This is an optimization exercise on Yosys and OpenROAD, whose aim is small area, a short achievable clock period and few clock cycles, not a production implementation. In this exercise RTL edits were held to simulation tests only and were not proved equivalent to the original. Power is estimated from default activity; no workload was simulated.

`flow/config.mk`:
```
export PLATFORM = sky130hd
export DESIGN_NAME = matrix_inv_2x2
export DESIGN_NICKNAME = matrix_inv_2x2
export VERILOG_FILES = /design/flow/design.v
export SDC_FILE = /design/flow/constraint.sdc
export NUM_CORES = 4
export LEC_CHECK = 0
export CAP_MARGIN = 20
export CORE_MARGIN = 2
export CORE_UTILIZATION = 45
export PLACE_DENSITY = 0.6
export SETUP_SLACK_MARGIN = 5
export SLEW_MARGIN = 20
```
`flow/constraint.sdc`:
```
create_clock -name core_clock -period 12.0 [get_ports {I_sys_clk}]
set_input_delay 2.4000 -clock core_clock [delete_from_list [all_inputs] [get_ports {I_sys_clk}]]
set_output_delay 2.4000 -clock core_clock [all_outputs]
set_load 0.01 [all_outputs]
```
`flow/design.v`:
```
`timescale 1ns / 1ps
module matrix_inv_2x2(
    input                   I_sys_clk       ,
    input                   I_sys_rstn      ,
    input                   I_s_valid       ,
    input       [7:0]       I_ch_a          ,
    input       [7:0]       I_ch_b          ,
    output                  O_s_ready       ,
    output  reg             O_A_inv_valid   ,
    output      [63:0]      O_A11_inv       ,
    output      [63:0]      O_A12_inv       ,
    output      [63:0]      O_A21_inv       ,
    output      [63:0]      O_A22_inv
    );
    localparam KS = 2;           
    localparam KW = 2;           
    localparam D  = 9;           
    localparam YW   = ((32 + D - 1) / D) * D;       
    localparam N12  = (12 + D - 1) / D;             
    localparam N16  = (16 + D - 1) / D;
    localparam N17  = (17 + D - 1) / D;
    localparam N24  = (24 + D - 1) / D;
    localparam N32  = (32 + D - 1) / D;
    localparam NSQ  = 16 / KS;
    localparam NWD  = 18 / KW;   
    localparam PW   = 24 + D + 2;                   
    localparam  PH_ACC   = 5'd0,
                PH_LAST  = 5'd1,
                PH_LAST2 = 5'd2,
                PH_AMP   = 5'd3,
                PH_AMPW  = 5'd4,
                PH_SQ1   = 5'd5,
                PH_W11   = 5'd6,
                PH_S     = 5'd7,
                PH_SW    = 5'd8,
                PH_SQ2   = 5'd9,
                PH_PREP  = 5'd10,
                PH_WDIV  = 5'd11,
                PH_WB    = 5'd12,
                PH_P11   = 5'd13,
                PH_P12   = 5'd14,
                PH_P22   = 5'd15,
                PH_R11   = 5'd16,
                PH_R22   = 5'd17,
                PH_R12   = 5'd18,
                PH_P2    = 5'd19,
                PH_P2W   = 5'd20,
                PH_PREP2 = 5'd21,
                PH_DV12  = 5'd22,
                PH_DV11  = 5'd23,
                PH_DV22  = 5'd24,
                PH_AB    = 5'd25,
                PH_A21   = 5'd26,
                PH_A22   = 5'd27,
                PH_A11   = 5'd28,
                PH_A12   = 5'd29,
                PH_A12W  = 5'd30;
    localparam  M_AMP = 0, M_S = 1, M_P11 = 2, M_P12 = 3, M_P22 = 4, M_R11 = 5,
                M_R22 = 6, M_R12 = 7, M_P2 = 8, M_A21 = 9, M_A22 = 10, M_A11 = 11,
                M_A12 = 12, NM = 13;
    reg     [4:0]       ph, ph_n;
    reg                 fin;
    reg     [NM-1:0]    ms, ms_n;    
    reg     [3:0]       cnt;         
    reg     [2:0]       scnt;        
    assign  O_s_ready = (ph == PH_ACC) || (ph == PH_A12W);
    wire    s_fire    = I_s_valid && O_s_ready;
    reg     [15:0]      a11, a12, a22;
    wire                first = (scnt == 3'd0);
    function [15:0] sq8;
        input [7:0] x;
        reg   [7:0] m;
        integer i, j;
        begin
            m   = x[7] ? -x : x;
            sq8 = 16'd0;
            for (i = 0; i < 8; i = i + 1) begin
                sq8 = sq8 + ({15'd0, m[i]} << (2 * i));
                for (j = i + 1; j < 8; j = j + 1)
                    sq8 = sq8 + ({15'd0, m[i] & m[j]} << (i + j + 1));
            end
        end
    endfunction
    wire    [15:0]      m_aa = sq8(I_ch_a);
    wire    [15:0]      m_ab = $signed(I_ch_a) * $signed(I_ch_b);
    wire    [15:0]      m_bb = sq8(I_ch_b);
    reg     [43:0]      acc;             
    reg     [PW-1:0]    prd;             
    reg     [23:0]      xr1;             
    reg     [15:0]      xr2;
    reg     [D:0]       dg1, dg2;        
    reg     [YW-D-1:0]  ysh1, ysh2;      
    reg     [15:0]      root;            
    reg     [16:0]      sq_rem;
    reg     [16:0]      wr1, wr2;        
    reg     [1:0]       wn1, wn2;        
    reg                 wneg1, wneg2, dz;
    reg     [16:0]      q1, q2;          
    reg     [11:0]      H11, H12, H22;
    reg     [23:0]      R11, R22;        
    reg     [31:0]      R12;             
    reg     [23:0]      rr;              
    wire    [31:0]      qa = R12;        
    reg     [4:0]       bi;              
    reg                 s11, s22, s12, n11, n22, z12, hi11, hi12, md11, md12;
    wire                ashort = !hi11 && !hi12;
    wire                aone = ashort && !md11 && !md12;
    wire            dv_r12 = (ph == PH_DV12);
    wire    [23:0]  rdv = dv_r12 ? acc[23:0] : ((ph == PH_DV11) ? R11 : R22);
    wire    [7:0]   nb8 = dv_r12 ? R12[31:24] :
                          ((bi >= 5'd16 && bi <= 5'd23) ? (8'd1 << (5'd23 - bi)) : 8'd0);
    wire            nb1 = dv_r12 ? R12[31] : (bi == 5'd16);
    wire    [24:0]  rsh = {rr, nb1};
    wire    [25:0]  rdf = {1'b0, rsh} - {2'b0, rdv};
    wire            rge = ~rdf[25];
    wire            skip8 = (bi >= 5'd7) && (rr[23:16] == 8'd0) && ({rr[15:0], nb8} < rdv);
    wire            rdone = skip8 ? (bi == 5'd7) : (bi == 5'd0);
    wire            in_div = (ph == PH_DV12) || (ph == PH_DV11) || (ph == PH_DV22);
    wire    [31:0]  qax = (ph == PH_DV12) ? (z12 ? 32'd0 : (skip8 ? {R12[23:0], 8'd0} : {R12[30:0], rge})) : R12;
    wire    [16:0]  q1x = (ph == PH_DV11) ? (skip8 ? {q1[8:0], 8'd0} : {q1[15:0], rge}) : q1;
    wire    [16:0]  q2x = (ph == PH_DV22) ? (skip8 ? {q2[8:0], 8'd0} : {q2[15:0], rge}) : q2;
    wire    [15:0]  w11  = a11 - root;
    wire    [15:0]  w11a = w11[15] ? -w11 : w11;
    wire    [15:0]  a12a = a12[15] ? -a12 : a12;
    function [YW-1:0] yal;
        input [31:0] v;
        input integer n;
        reg   [63:0] t;
        begin
            t   = {{32{v[31]}}, v} << (YW - n * D);
            yal = t[YW-1:0];
        end
    endfunction
    function [YW-1:0] yalu;
        input [31:0] v;
        input integer n;
        reg   [63:0] t;
        begin
            t    = {32'd0, v} << (YW - n * D);
            yalu = t[YW-1:0];
        end
    endfunction
    wire            r22one = (H12[11:D-1] == {(13-D){H12[11]}}) && (H22[11:D-1] == {(13-D){H22[11]}});
    wire    [23:0]  xa11 = {{8{a11[15]}}, a11};
    wire    [23:0]  xa12 = {{8{a12[15]}}, a12};
    wire    [12:0]  h11s = {H11[11], H11};
    wire    [12:0]  h12s = {H12[11], H12};
    wire    [12:0]  h22s = {H22[11], H22};
    wire    [12:0]  g11_11 = s11 ? -h11s : h11s;
    wire    [12:0]  g12_11 = s11 ? -h12s : h12s;
    wire    [12:0]  g12_12 = s12 ? -h12s : h12s;
    wire    [12:0]  g22_12 = s12 ? -h22s : h22s;
    wire    [12:0]  g12_22 = s22 ? -h12s : h12s;
    wire    [12:0]  g22_22 = s22 ? -h22s : h22s;
    wire    [23:0]  X1n = ({24{ms_n[M_AMP] | ms_n[M_R11]}} & xa11) |
                          ({24{ms_n[M_S]}}   & {8'd0, w11a}) |
                          ({24{ms_n[M_P11] | ms_n[M_P12]}} & {7'd0, q1}) |
                          ({24{ms_n[M_P22]}} & {7'd0, q2}) |
                          ({24{ms_n[M_R22] | ms_n[M_R12]}} & xa12) |
                          ({24{ms_n[M_P2]}}  & R22) |
                          ({24{ms_n[M_A21]}} & {{11{g12_22[12]}}, g12_22}) |
                          ({24{ms_n[M_A22]}} & {{11{g22_22[12]}}, g22_22}) |
                          ({24{ms_n[M_A11]}} & {{11{g12_12[12]}}, g12_12}) |
                          ({24{ms_n[M_A12]}} & {{11{g22_12[12]}}, g22_12});
    wire    [15:0]  X2n = ({16{ms_n[M_AMP] | ms_n[M_S] | ms_n[M_R11]}} & a12) |
                          ({16{ms_n[M_R22] | ms_n[M_R12]}} & a22) |
                          ({16{ms_n[M_A11]}} & {{3{g11_11[12]}}, g11_11}) |
                          ({16{ms_n[M_A12]}} & {{3{g12_11[12]}}, g12_11});
    wire    [YW-1:0] Y1n = ({YW{ms_n[M_AMP]}} & yal({{16{a11[15]}}, a11}, N16)) |
                           ({YW{ms_n[M_S]}}   & yal({16'd0, w11a}, N16)) |
                           ({YW{ms_n[M_P11]}} & yal({15'd0, q1}, N17)) |
                           ({YW{ms_n[M_P12] | ms_n[M_P22] | ms_n[M_A22]}} & yal({15'd0, q2}, N17)) |
                           ({YW{ms_n[M_A21]}} & yal({15'd0, q2x}, N17)) |
                           ({YW{ms_n[M_R22]}} & (r22one ? yal({{20{H12[11]}}, H12}, 1) : yal({{20{H12[11]}}, H12}, N12))) |
                           ({YW{ms_n[M_R11] | ms_n[M_R12]}} & yal({{20{H11[11]}}, H11}, N12)) |
                           ({YW{ms_n[M_P2]}}  & yal({{8{R11[23]}}, R11}, N24)) |
                           ({YW{ms_n[M_A11] | ms_n[M_A12]}} & (aone ? yalu(qax, 1) : ashort ? yalu(qax, 2) : yalu(qax, N32)));
    wire    [YW-1:0] Y2n = ({YW{ms_n[M_AMP] | ms_n[M_S]}} & yal({{16{a12[15]}}, a12}, N16)) |
                           ({YW{ms_n[M_R22]}} & (r22one ? yal({{20{H22[11]}}, H22}, 1) : yal({{20{H22[11]}}, H22}, N12))) |
                           ({YW{ms_n[M_R11] | ms_n[M_R12]}} & yal({{20{H12[11]}}, H12}, N12)) |
                           ({YW{ms_n[M_A11] | ms_n[M_A12]}} & (aone ? yal({15'd0, q1x}, 1) : ashort ? yal({15'd0, q1x}, 2) : yal({15'd0, q1x}, N32)));
    wire            y1s_n = ms_n[M_AMP] | ms_n[M_R22] | ms_n[M_R11] | ms_n[M_R12] | ms_n[M_P2];
    wire            y2s_n = ms_n[M_AMP] | ms_n[M_S] | ms_n[M_R22] | ms_n[M_R11] | ms_n[M_R12];
    reg     [3:0]   mul_n;
    always @* begin
        mul_n = 4'd1;
        if (ms[M_AMP] | ms[M_S])                           mul_n = N16;
        if (ms[M_P11] | ms[M_P12] | ms[M_P22])             mul_n = N17;
        if (ms[M_R11] | ms[M_R12])                         mul_n = N12;
        if (ms[M_R22])                                     mul_n = r22one ? 4'd1 : N12;
        if (ms[M_P2])                                      mul_n = N24;
        if (ms[M_A21] | ms[M_A22])                         mul_n = N17;
        if (ms[M_A11] | ms[M_A12])                         mul_n = aone ? 4'd1 : ashort ? 4'd2 : N32;
    end
    wire            mul_on   = |ms;
    wire            mfirst   = (cnt == 4'd0);
    wire            mul_last = (cnt == mul_n - 4'd1);
    wire            mul_end  = mul_on & mul_last;
    always @* begin
        ms_n = {NM{1'b0}};
        ms_n[M_AMP] = (ph == PH_LAST)  | (ms[M_AMP] & ~mul_last);
        ms_n[M_S]   = (ph == PH_W11)   | (ms[M_S]   & ~mul_last);
        ms_n[M_P11] = (ph == PH_WB)    | (ms[M_P11] & ~mul_last);
        ms_n[M_P12] = (ms[M_P11] & mul_last) | (ms[M_P12] & ~mul_last);
        ms_n[M_P22] = (ms[M_P12] & mul_last) | (ms[M_P22] & ~mul_last);
        ms_n[M_R11] = (ms[M_P22] & mul_last) | (ms[M_R11] & ~mul_last);
        ms_n[M_R22] = (ms[M_R11] & mul_last) | (ms[M_R22] & ~mul_last);
        ms_n[M_R12] = (ms[M_R22] & mul_last) | (ms[M_R12] & ~mul_last);
        ms_n[M_P2]  = (ms[M_R12] & mul_last) | (ms[M_P2]  & ~mul_last);
        ms_n[M_A21] = (ph == PH_DV22 & rdone) | (ms[M_A21] & ~mul_last);
        ms_n[M_A22] = (ms[M_A21] & mul_last) | (ms[M_A22] & ~mul_last);
        ms_n[M_A11] = (ph == PH_DV12 & (z12 | rdone) & ~n11 & ~n22) | (ph == PH_DV11 & rdone & ~n22) |
                      (ms[M_A22] & mul_last) | (ms[M_A11] & ~mul_last);
        ms_n[M_A12] = (ms[M_A11] & mul_last) | (ms[M_A12] & ~mul_last);
    end
    wire            ld_new = (ph == PH_LAST)  | (ph == PH_W11) | (ph == PH_WB) | ms_n[M_A21] & ~ms[M_A21] |
                             (in_div & ms_n[M_A11]) |
                             (mul_end & ~(ms[M_AMP] | ms[M_S] | ms[M_P2] | ms[M_A12]));
    wire signed [PW-1:0] pr1 = $signed(xr1) * $signed(dg1);
    wire signed [PW-1:0] pr2 = $signed(xr2) * $signed(dg2);
    reg             b_on, b_first, b_last;
    reg     [NM-1:0] b_ms;
    wire    [43:0]  acc_nx = (b_first ? 44'd0 : (acc << D)) + {{(44-PW){prd[PW-1]}}, prd};
    reg     [31:0]  sq_op_n;
    reg     [16:0]  sq_rem_n;
    reg     [15:0]  sq_root_n;
    reg     [18:0]  sq_sh, sq_tr;
    reg     [19:0]  sq_df;
    integer         k;
    always @* begin
        sq_op_n = acc[31:0]; sq_rem_n = sq_rem; sq_root_n = root;
        for (k = 0; k < KS; k = k + 1) begin
            sq_sh = {sq_rem_n, sq_op_n[31:30]};
            sq_tr = {1'b0, sq_root_n, 2'b01};
            sq_df = {1'b0, sq_sh} - {1'b0, sq_tr};
            sq_rem_n  = sq_df[19] ? sq_sh[16:0] : sq_df[16:0];
            sq_root_n = {sq_root_n[14:0], ~sq_df[19]};
            sq_op_n   = {sq_op_n[29:0], 2'b00};
        end
    end
    wire    [16:0]  wdv = {1'b0, root};
    reg     [16:0]  wr1_n, wr2_n, q1_n, q2_n;
    reg     [1:0]   wn1_n, wn2_n;
    reg     [17:0]  wsh1, wsh2;
    reg     [18:0]  wdf1, wdf2;
    always @* begin
        wr1_n = wr1; wr2_n = wr2; wn1_n = wn1; wn2_n = wn2; q1_n = q1; q2_n = q2;
        for (k = 0; k < KW; k = k + 1) begin
            wsh1  = {wr1_n, wn1_n[1]};
            wsh2  = {wr2_n, wn2_n[1]};
            wn1_n = {wn1_n[0], 1'b0};
            wn2_n = {wn2_n[0], 1'b0};
            wdf1  = {1'b0, wsh1} - {2'b0, wdv};
            wdf2  = {1'b0, wsh2} - {2'b0, wdv};
            wr1_n = wdf1[18] ? wsh1[16:0] : wdf1[16:0];
            wr2_n = wdf2[18] ? wsh2[16:0] : wdf2[16:0];
            q1_n  = {q1_n[15:0], ~wdf1[18] & ~dz};
            q2_n  = {q2_n[15:0], ~wdf2[18] & ~dz};
        end
    end
    wire    [43:0]  A11 = {a22[11:0], a12, a11};
    wire    [28:0]  A21 = {wr2[11:0], wr1};
    wire    [28:0]  A22 = {sq_rem[12:0], root};
    assign O_A11_inv = {{20{A11[43]}}, A11};
    assign O_A12_inv = {{20{acc_nx[43]}}, acc_nx};   
    assign O_A21_inv = {{35{A21[28]}}, A21};
    assign O_A22_inv = {{35{A22[28]}}, A22};
    wire    [23:0]  p2v  = acc_nx[31:8];      
    wire    [23:0]  p1v  = 24'd0 - R12[23:0];
    wire    [23:0]  p1a  = p1v[23] ? -p1v : p1v;
    wire    [23:0]  p2a  = p2v[23] ? -p2v : p2v;
    wire    [23:0]  r11a = R11[23] ? -R11 : R11;
    wire    [23:0]  r22a = R22[23] ? -R22 : R22;
    always @(posedge I_sys_clk) begin
        if (s_fire) begin
            a11 <= (first ? 16'd0 : a11) + m_aa;
            a12 <= (first ? 16'd0 : a12) + m_ab;
            a22 <= (first ? 16'd0 : a22) + m_bb;
        end
        else if (b_last && b_ms[M_A11]) begin
            {a22[11:0], a12, a11} <= acc_nx;
        end
        if (ld_new) begin
            xr1  <= X1n;
            xr2  <= X2n;
            dg1  <= {y1s_n & Y1n[YW-1], Y1n[YW-1 -: D]};
            dg2  <= {y2s_n & Y2n[YW-1], Y2n[YW-1 -: D]};
            ysh1 <= Y1n[YW-D-1:0];
            ysh2 <= Y2n[YW-D-1:0];
        end
        else begin
            dg1  <= {1'b0, ysh1[YW-D-1 -: D]};
            dg2  <= {1'b0, ysh2[YW-D-1 -: D]};
            ysh1 <= ysh1 << D;
            ysh2 <= ysh2 << D;
        end
        if (mul_on)
            prd  <= pr1 + pr2;
        if (ph == PH_PREP2)
            acc[23:0] <= p2a;
        else if (b_on)
            acc <= acc_nx;
        else if (ph == PH_SQ1 || ph == PH_SQ2)
            acc[31:0] <= sq_op_n;
        if (ph == PH_AMPW || ph == PH_SW) begin
            sq_rem <= 17'd0;
            root   <= 16'd0;
        end
        else if (ph == PH_SQ1 || ph == PH_SQ2) begin
            sq_rem <= sq_rem_n;
            root   <= sq_root_n;
        end
        else if (ph == PH_PREP) begin
            root <= root[15] ? -root : root;
            dz   <= (root == 16'd0);
        end
        if (ph == PH_W11) begin
            {wr1, wn1} <= {3'd0, w11a};
            {wr2, wn2} <= {3'd0, a12a};
            wneg1 <= w11[15];
            wneg2 <= a12[15];
        end
        else if (ph == PH_WDIV) begin
            wr1 <= wr1_n; wr2 <= wr2_n; wn1 <= wn1_n; wn2 <= wn2_n;
        end
        if (ph == PH_PREP || ph == PH_PREP2) begin
            q1 <= 17'd0; q2 <= 17'd0;
        end
        else if (ph == PH_WDIV) begin
            q1 <= q1_n; q2 <= q2_n;
        end
        else if (ph == PH_DV11) begin
            q1 <= skip8 ? {q1[8:0], 8'd0} : {q1[15:0], rge};
            if (!skip8 && rge && bi >= 2 * D) hi11 <= 1'b1;
            if (!skip8 && rge && bi >= D) md11 <= 1'b1;
        end
        else if (ph == PH_DV22) begin
            q2 <= skip8 ? {q2[8:0], 8'd0} : {q2[15:0], rge};
        end
        if (b_last) begin
            if (b_ms[M_P11]) H11 <= 12'h100 - {acc_nx[34:24], 1'b0};
            if (b_ms[M_P12]) H12 <= (wneg1 ^ wneg2) ? {acc_nx[34:24], 1'b0} + {(acc_nx[23:0] != 24'd0), 1'b0}
                                                    : 12'd0 - {acc_nx[34:24], 1'b0};
            if (b_ms[M_P22]) H22 <= 12'h100 - {acc_nx[34:24], 1'b0};
            if (b_ms[M_R11]) R11 <= acc_nx[23:0];
            if (b_ms[M_R22]) R22 <= acc_nx[23:0];
            if (b_ms[M_R12]) R12[23:0] <= acc_nx[23:0];
            if (b_ms[M_A21]) {wr2[11:0], wr1} <= acc_nx[28:0];
            if (b_ms[M_A22]) {sq_rem[12:0], root} <= acc_nx[28:0];
        end
        if (ph == PH_PREP2) begin
            R11 <= r11a;
            R22 <= r22a;
            R12 <= {p1a, 8'd0};                      
            hi11 <= 1'b0;
            hi12 <= 1'b0;
            md11 <= 1'b0;
            md12 <= 1'b0;
            s11 <= R11[23];
            s22 <= R22[23];
            s12 <= (p1v[23] ^ p2v[23]) | ((p1a == 24'h800000) && (p2a == 24'd1));
            z12 <= (p1v == 24'd0) || (p2v == 24'd0);
            n11 <= (R11 != 24'd0) && (r11a <= 24'h010000);
            n22 <= (R22 != 24'd0) && (r22a <= 24'h010000);
            {wr2[11:0], wr1} <= 29'd0;               
            {sq_rem[12:0], root} <= 29'd0;
        end
        if (in_div && ph_n != ph) begin              
            rr <= 24'd0;
            bi <= 5'd16;
        end
        else if (in_div) begin
            if (skip8) begin
                rr <= {rr[15:0], nb8};
                bi <= bi - 5'd8;
            end
            else begin
                rr <= rge ? rdf[23:0] : rsh[23:0];
                bi <= bi - 5'd1;
            end
        end
        else begin
            rr <= 24'd0;
            bi <= (ph == PH_PREP2) ? 5'd31 : 5'd16;
        end
        if (ph == PH_DV12 && z12)
            R12 <= 32'd0;
        else if (ph == PH_DV12) begin
            R12 <= skip8 ? {R12[23:0], 8'd0} : {R12[30:0], rge};
            if (!skip8 && rge && bi >= 2 * D) hi12 <= 1'b1;
            if (!skip8 && rge && bi >= D) md12 <= 1'b1;
        end
    end
    always @* begin
        ph_n = ph; fin = 1'b0;
        case (ph)
            PH_ACC:   if (s_fire && scnt == 3'd7) ph_n = PH_LAST;
            PH_LAST:  ph_n = PH_AMP;
            PH_AMP:   if (mul_last) ph_n = PH_AMPW;
            PH_AMPW:  ph_n = PH_SQ1;
            PH_SQ1:   if (cnt == NSQ - 1) ph_n = PH_W11;
            PH_W11:   ph_n = PH_S;
            PH_S:     if (mul_last) ph_n = PH_SW;
            PH_SW:    ph_n = PH_SQ2;
            PH_SQ2:   if (cnt == NSQ - 1) ph_n = PH_PREP;
            PH_PREP:  ph_n = PH_WDIV;
            PH_WDIV:  if (cnt == NWD - 1) ph_n = PH_WB;
            PH_WB:    ph_n = PH_P11;
            PH_P11:   if (mul_last) ph_n = PH_P12;
            PH_P12:   if (mul_last) ph_n = PH_P22;
            PH_P22:   if (mul_last) ph_n = PH_R11;
            PH_R11:   if (mul_last) ph_n = PH_R22;
            PH_R22:   if (mul_last) ph_n = PH_R12;
            PH_R12:   if (mul_last) ph_n = PH_P2;
            PH_P2:    if (mul_last) ph_n = PH_PREP2;
            PH_PREP2: ph_n = PH_DV12;
            PH_DV12:  if (z12 || rdone) ph_n = n11 ? PH_DV11 : (n22 ? PH_DV22 : PH_A11);
            PH_DV11:  if (rdone) ph_n = n22 ? PH_DV22 : PH_A11;
            PH_DV22:  if (rdone) ph_n = PH_A21;
            PH_A21:   if (mul_last) ph_n = PH_A22;
            PH_A22:   if (mul_last) ph_n = PH_A11;
            PH_A11:   if (mul_last) ph_n = PH_A12;
            PH_A12:   if (mul_last) begin ph_n = PH_A12W; fin = 1'b1; end
            PH_A12W:  ph_n = (s_fire && scnt == 3'd7) ? PH_LAST : PH_ACC;
            default:  ph_n = PH_ACC;
        endcase
    end
    always @(posedge I_sys_clk or negedge I_sys_rstn) begin
        if (!I_sys_rstn) begin
            ph            <= PH_ACC;
            ms            <= {NM{1'b0}};
            cnt           <= 4'd0;
            scnt          <= 3'd0;
            b_on          <= 1'b0;
            b_first       <= 1'b0;
            b_last        <= 1'b0;
            b_ms          <= {NM{1'b0}};
            O_A_inv_valid <= 1'b0;
        end
        else begin
            O_A_inv_valid <= fin;
            ph            <= ph_n;
            ms            <= ms_n;
            cnt           <= (ph_n != ph) ? 4'd0 : cnt + 4'd1;
            if (s_fire) scnt <= scnt + 3'd1;
            b_on          <= mul_on;
            b_first       <= mul_on & mfirst;
            b_last        <= mul_end;
            b_ms          <= ms;
        end
    end
endmodule
```
`flow/run.sh`:
```
#!/bin/bash
# synth_recipe.tcl (not shown) runs the flow's synth.tcl, then flattens the netlist and writes it again
# the make line also repeats each setting of config.mk as NAME=value (left out here)
make -C /OpenROAD-flow-scripts/flow DESIGN_CONFIG=/design/flow/config.mk WORK_HOME=/design/flow/orfs CLKGATE_MAP_FILE= SYNTH_SCRIPT=/design/flow/synth_recipe.tcl finish
```
==> results.yml <==
global_route:
  grt_pass1_vias: 55200
  grt_use_met1_pct: 47.0
  overflow: 0
  grt.busiest_layer: "met2"
  grt_pass1_wl_mm: 373
  met3_usage_pct: 7.96
  use_met2_pct: 53.3
  antenna_found_initial: 22
  grt_use_total_pct: 35.4
  grt_max_degree: 81
setup_path:
  cp-start-kind: "flop"
  endpoint_kind: "primary output"
  worstSetupPathType: "flop to primary output"
  cp.arrival_ns: 4.73
  critPathRequiredTime_ns: 9.60
  path_max_fanout: 5
synth:
  async_reset_ff_share_pct: 7.17
  synth_cell_types: 115
  netlist_area_mm2: 0.0630
  yosysSeqAreaShare_pct: 21.2
  ys.flop_type: "edfxtp_1"
  synth_seq_cells: 530
  synth-edff-count: 254
  syn_area_per_cell_um2: 8.41
  yosysWarnings: 1
  synthCells: 7494
place:
  dp_hpwl_mm: 195
  gp_congestion: 1.04
  dp_cells: 9205
  place_area_mm2: 0.0666
  place_ws_ns: 3.70
  io_buffers: 276
sta:
  slew_violations: 0
  fmax_ghz: 0.140
  setup_ws_ns: 4.87
  holdWs_ns: 0.443
  period_needed_ns: 7.13
  clock_skew_ns: 0.0376
  hold_viol: 0
  rsz0062_at_grt: "true"
  worst_pin_slew_ns: 1.30
  fin_crit_sh_pct: 59.4
  setup-tns-final_ns: 0
  slew_headroom_pct: 12.7
  setup_viol: 0
floorplanning:
  ios: 277
  die_w_um: 378
  core_region_area_mm2: 0.139
  fp-row-count: 137
  die_area_mm2: 0.143
  die_height_um: 378
  start_util_pct: 45.3
clock_network:
  cts_buffers: 68
  cts.sinks: 530
  cts_htree_levels: 3
  clock_latency_ns: 0.70
  cts_tree: "done"
  clockBufferDepth: 3
  hold_buffers: 0
  clkSlewWorstSetupHoldPaths_ns: 0.06
  cts_root_buffer: "clkbuf_16"
min_path:
  hold_class: "flop to flop"
pwr:
  power_frac_seq_pct: 37.7
  combPwrFrac_pct: 18.9
  p_per_area_mw_per_mm2: 70.5
  swShare_pct: 29.2
  fin_total_pwr_mw: 4.99
  switching_power_mw: 1.46
  p_int_mw: 3.54
  clkPwrFrac_pct: 43.4
  peakVddDrop_uv: 106
  p_leak_nw: 31.5
outcome:
  run_status: "no timing/DRC/antenna violations"
run:
  drv_cap: 0
final_layout:
  drive_gt1_share_pct: 8.97
  areaGrowthSynthToFinish_pct: 12.5
  fin_area_mm2: 0.0709
  final_util_pct: 50.9
  nets: 8547
  finalNonFillerCells: 9467
routing:
  dr.pass1.iters: 11
  viasPerCell: 6.11
  drt_iter0_drc: 6917
  route.detailed.drc: 0
  drt_wl_total_mm: 257
  vias: 57900
  routedWlPerCell_um: 27.1
  ant_nets: 0
[cell type report]
| class | count | area [um^2] |
|---|---|---|
| inverter | 792 | 2990 |
| antenna | 9 | 22.5 |
| multi-input combinational | 5602 | 44900 |
| clock buffer | 94 | 1900 |
| tap | 1876 | 2350 |
| sequential | 530 | 13400 |
| fill | 13300 | 68300 |
| timing repair buffer | 533 | 5010 |
| clock inverter | 31 | 365 |
[power by group through the flow]
stage                     clock, mW  combinational, mW  sequential, mW
after floorplan                   0              0.703            1.92
after global placement            0              0.904            1.92
after CTS                      2.18              0.916            1.88
after detailed placement          0              0.904            1.92
after global routing           2.25               1.08            1.88
final                          2.17              0.943            1.88
[registers in the layout (all words and copies together), names as in the netlist, 13 cells and up, named ones only]
register	count
xr1	24
a12	16
root	16
wr2	17
xr2	16
ysh1	27
wr1	17
rr	24
prd	35
a11	16
ysh2	27
q2	17
a22	16
R12	32
q1	17
sq_rem	17
ms	13
R22	23
acc	35
R11	23
[logic make-up (layout without fill, tap and decap cells)]
group / after synthesis / count (layout) / share of synthesized area [%]
fa+ha+maj: 1001 / 1001 / 26.5
simple gates: 2312 / 2316 / 17.4
buf+inv: 1372 / 1450 / 9.22
mux: 117 / 117 / 1.96
compound gates: 1740 / 1740 / 17.9
other cells: 2 / 15 / 0.0119
xor+xnor: 420 / 422 / 5.87
flops: 530 / 530 / 21.2
[cell usage after synthesis, types with 30 or more instances]
cell type	instances	share of area (%)
a22oi_1	61	0.73
mux2i_1	81	1.3
o22ai_1	59	0.59
o21ai_0	352	2.8
mux2_2	33	0.59
nand3_1	107	0.85
or2_2	30	0.30
and2_1	226	2.2
xnor2_1	261	3.6
inv_1	779	4.6
nor2_1	476	2.8
ha_1	447	8.9
nand2b_1	86	0.85
nand2_1	914	5.4
edfxtp_1	254	12
dfxtp_1	238	7.6
buf_4	160	1.9
xor2_1	156	2.2
o211ai_1	51	0.61
o21bai_1	33	0.39
o21a_1	53	0.63
o31ai_1	54	0.64
clkbuf_1	350	2.1
a211oi_1	56	0.67
a222oi_1	42	0.67
and3_1	50	0.50
a21oi_1	520	4.1
dfrtp_1	38	1.5
a31oi_1	84	0.83
or3_1	62	0.62
buf_1	31	0.18
nor2b_1	88	0.87
fa_1	554	18
buf_2	36	0.29
a21o_1	86	1.0
a221oi_1	49	0.68
nor3_1	131	1.0
[final timing paths]
kind | from | endpoint | slack [ns] | depth (start not counted)
max | acc[0] | O_A12_inv[46] | 4.87 | 16
min | ysh2[8] | ysh2[17] | 0.44 | 1
max reg2reg | xr1[7] | prd[34] | 4.89 | 25
min reg2reg | ysh2[8] | ysh2[17] | 0.44 | 1
max in group asynchronous | I_sys_rstn | b_first | 9.61 | 2
min in group asynchronous | I_sys_rstn | b_on | 1.83 | 2
[what timing repair did]
| action | CTS | global route |
|---|---|---|
| resized for setup | 220 | 140 |
| pin swaps | 35 | 23 |
| cloned | 5 | 3 |
| endpoints found under the setup margin | 204 | 155 |
| buffers inserted | 98 | 22 |
[layout by cell type, fill, tap and decap left out, drive strengths merged, types with 111 or more instances in the layout]
master / instances
dfxtp: 238
buf: 275
ha: 447
xor2: 160
a21oi: 523
fa: 554
nor2: 478
clkbuf: 111
xnor2: 262
nor3: 134
clkdlybuf4s50: 231
edfxtp: 254
inv: 793
nand2: 914
o21ai: 356
and2: 227
[worst max-delay path, stage by stage (launching register included)]
cell	delay, ns
edfxtp_1	0.45
nor2b_4	0.17
ha_4	0.17
fa_2	0.34
a21o_1	0.19
a221o_1	0.38
o2111ai_4	0.29
a41oi_4	0.16
a221o_1	0.40
a211o_1	0.29
a21oi_2	0.19
o21bai_2	0.10
a21oi_4	0.15
buf_12	0.13
xor2_4	0.24
buf_12	0.16
clkdlybuf4s15_2	0.22
[per-layer routing]
metal	up-vias	wire, um
met5	-	126
met4	16	16600
met3	674	26200
met2	2940	111000
met1	28700	103000
li1	25600	-
Testbench counts, summed over its fixed seeds: cycles 14,362.

afterwards: timing with drivers on the ports:
How much do the figures lean on ideal ports? The routed layout below was timed once more, with nothing changed but the port constraints.
Step 1 (the two cells are an assumption about what drives the block):
set clk [get_ports {I_sys_clk}]
set_driving_cell -lib_cell sky130_fd_sc_hd__clkbuf_16 $clk
set_driving_cell -lib_cell sky130_fd_sc_hd__buf_2 [delete_from_list [all_inputs] $clk]
Step 2 times the ports against the registers' clock, not the clock port: input delays grow and output delays shrink by t, the midpoint of the rising clock arrivals with the driver on.
Three values: no drivers, after step 1, after step 2; two values: the first two.
t, ns: 0.751
setup slack, ns: 4.867 / 4.794 / 4.553
worst setup path at the end: input to register
worst register clock-pin slew, ns: 0.07 / 0.07
After both steps this run still meets setup and hold. For this run, drivers alone change the setup slack by -0.073 ns; drivers and shift together by -0.314 ns.
